Source: an optimization exercise on an open RTL-to-GDS flow (aim: small area, a short achievable clock period and few clock cycles per item). Production flows keep margins and buffers that such runs may drop.
At most, simulation tests tie the RTL to the original design; equivalence was not proved.
Power and IR drop assume default switching activity.

==> cedar <==
==> flow/design.v (excerpt) <==
module part4_mac(clk, reset, a, b, f, valid_in, valid_out);
clock: 6.0 ns
lec_check: 0
cap_margin: 20
core_margin: 2
core_utilization: 40
slew_margin: 20
run.sh (not shown) runs the stock make flow with config.mk's settings and CLKGATE_MAP_FILE= SYNTH_SCRIPT=/design/flow/synth_recipe.tcl, a recipe that flattens the netlist after the stock synthesis.
==> harbor: changes against cedar <==
- SETUP_SLACK_MARGIN: default -> 3.3
==> summary.txt <==
Status = no timing/DRC/antenna violations
Worst r2r src = r1_c4_0
Worst Hold Slack = 359.1 ps
Fraction of area in registers = 29.20%
Clock buf count = 22
Int Pwr = 0.003577 W
Vias per inst = 4.988
WL per Instance = 14.55 um
Seq. pwr = 0.00185 W
# the run above: cedar

==> summary.txt <==
Status = no timing/DRC/antenna violations
Routed met3 length = 1075 um
Seq. pwr = 0.00186 W
Largest family of logic cells by synthesized area = adder cells
WL per Instance = 15.55 um
Fraction of area in registers = 28.42%
Met1 Usage GRT = 24.05%
Worst r2r src = r1_c4_1
Int Pwr = 0.003861 W
Worst Tran Pin Value = 899.0 ps
Clock buf count = 21
Mux cell area share after synthesis = 0.2999%
Clk pwr = 0.00112 W
Sw Pwr = 0.002455 W
Worst Hold Slack = 370.6 ps
Die Wd = 165.5 um
Final Util = 48.06%
Vias per inst = 5.050
# the run above: harbor

No functional check of the RTL was part of any run of this note.

==> build 19: inputs <==
part4_mac, a different RTL version from the one above (not shown whole).
==> flow/design.v (excerpt) <==
module part4_mac(clk, reset, a, b, f, valid_in, valid_out);
export LEC_CHECK = 0
export CAP_MARGIN = 20
export CORE_MARGIN = 2
export CORE_UTILIZATION = 65
export CTS_BUF_LIST = sky130_fd_sc_hd__clkbuf_4 sky130_fd_sc_hd__clkbuf_8
export GPL_ROUTABILITY_DRIVEN = 0
export PLACE_DENSITY = 0.75
export SETUP_SLACK_MARGIN = 3.2
export SLEW_MARGIN = 20
export TNS_END_PERCENT = 10
create_clock -name core_clock -period 6.0 [get_ports {clk}]
standard.sh (not shown) runs the stock make flow with config.mk's settings and CLKGATE_MAP_FILE= SYNTH_SCRIPT=/design/flow/synth_recipe.tcl, a recipe that flattens the netlist after the stock synthesis.
==> flow/flow/run.sh <==
#!/bin/bash
# The standard layout, with two changes:
#  - one extra step between synthesis and floorplan: flow/bubble.py removes
#    the inverters that Yosys's full-adder extraction leaves around full
#    adders (a full adder is self-dual, so it can work on complemented inputs
#    and give complemented outputs instead). Registers and the logic
#    function are unchanged.
#  - the I/O ports are buffered with buf_2 cells instead of the default
#    delay-buffer cells.
set -uo pipefail
R=$PWD/orfs/results/sky130hd/part4_mac/base
P='BUFFER_PORTS_ARGS=-buffer_cell sky130_fd_sc_hd__buf_2'
bash standard.sh "$P" synth > synth.log 2>&1 || exit 1
cp "$R/1_2_yosys.v" 1_2_yosys_standard.v
python3 flow/bubble.py 1_2_yosys_standard.v "$R/1_2_yosys.v" > bubble.log 2>&1 || exit 1
touch "$R/1_2_yosys.v"
bash standard.sh "$P" finish > standard.log 2>&1
Other scripts of this flow, unchanged in this note and not shown: flow/flow/bubble.py
==> build 70: changes against build 19 <==
--- a/flow/config.mk
+++ b/flow/config.mk
@@ -6,5 +6,5 @@
 export NUM_CORES = 4
 export LEC_CHECK = 0
-export CAP_MARGIN = 20
+export CAP_MARGIN = 10
 export CORE_MARGIN = 2
 export CORE_UTILIZATION = 65
@@ -12,5 +12,5 @@
 export GPL_ROUTABILITY_DRIVEN = 0
 export PLACE_DENSITY = 0.75
-export SETUP_SLACK_MARGIN = 3.2
-export SLEW_MARGIN = 20
+export SETUP_SLACK_MARGIN = 3.1
+export SLEW_MARGIN = 10
 export TNS_END_PERCENT = 10
==> results.toml <==
[global_route]
grt_max_degree = 17
grt_pass1_wl_um = 31500

[outcome]
status = "no timing/DRC/antenna violations"

[finish]
buf_share = 0.0460

[detailed_routing]
wl_met2_um = 9240
vias_per_cell = 5.98
first_pass_iters = 5

[timing]
worst_pin_slew_ns = 0.899

[critical_path]
r2r-end = "keep$_DFF_P_"
reg2reg_slack_ns = 2.81

[power_and_ir_drop]
p_per_area_mw_per_mm2 = 577
# the run above: build 70

==> results.toml <==
[timing]
worst_pin_slew_ns = 0.874

[power_and_ir_drop]
p_per_area_mw_per_mm2 = 585

[global_route]
use_met1 = 0.413
grt_pass1_wl_um = 30700
grt_max_degree = 22

[finish]
buf_share = 0.0476
design_area_mm2 = 0.00937

[detailed_routing]
wl_met2_um = 9270

[critical_path]
r2r-end = "raw[27]$_DFF_P_"
reg2reg_slack_ns = 2.72

[outcome]
status = "no timing/DRC/antenna violations"
# the run above: build 19

Testbench counts of build 19, summed over its fixed seeds: cycles 4,824, items 4,800.
Testbench counts of build 70, summed over its fixed seeds: cycles 4,824, items 4,800.

what the ideal ports hide:
The flow's constraints put no driver on any port. The routed layouts listed below were extracted and timed again, unchanged, in two steps.
Step 1 sets driving cells, clkbuf_16 on the clock port and buf_2 on the other inputs (assumed; they add their load-dependent delay and slew).
Step 2 moves the port delays by t, midway between the first and last clock arrival at a register: inputs arrive t later, outputs are due t later. That takes back most of the time a late clock gives input paths.
Slacks: ideal / step 1 / step 2; pairs: ideal / step 1.
run | t, ns | slack for setup (ns) | worst setup path after step 2 | latest minus earliest clock arrival (ns) | worst data-port slew with drivers (ns)
cedar | 0.465 | 2.699 / 2.699 / 2.699 | register to register | 0.014 / 0.014 | 0.04
harbor | 0.468 | 3.117 / 3.117 / 3.117 | register to register | 0.010 / 0.010 | 0.04
build 19 | 0.482 | 2.722 / 2.722 / 2.722 | register to register | 0.010 / 0.010 | 0.03
build 70 | 0.479 | 2.806 / 2.806 / 2.806 | register to register | 0.015 / 0.015 | 0.03
After both steps setup and hold are still met in every run listed.
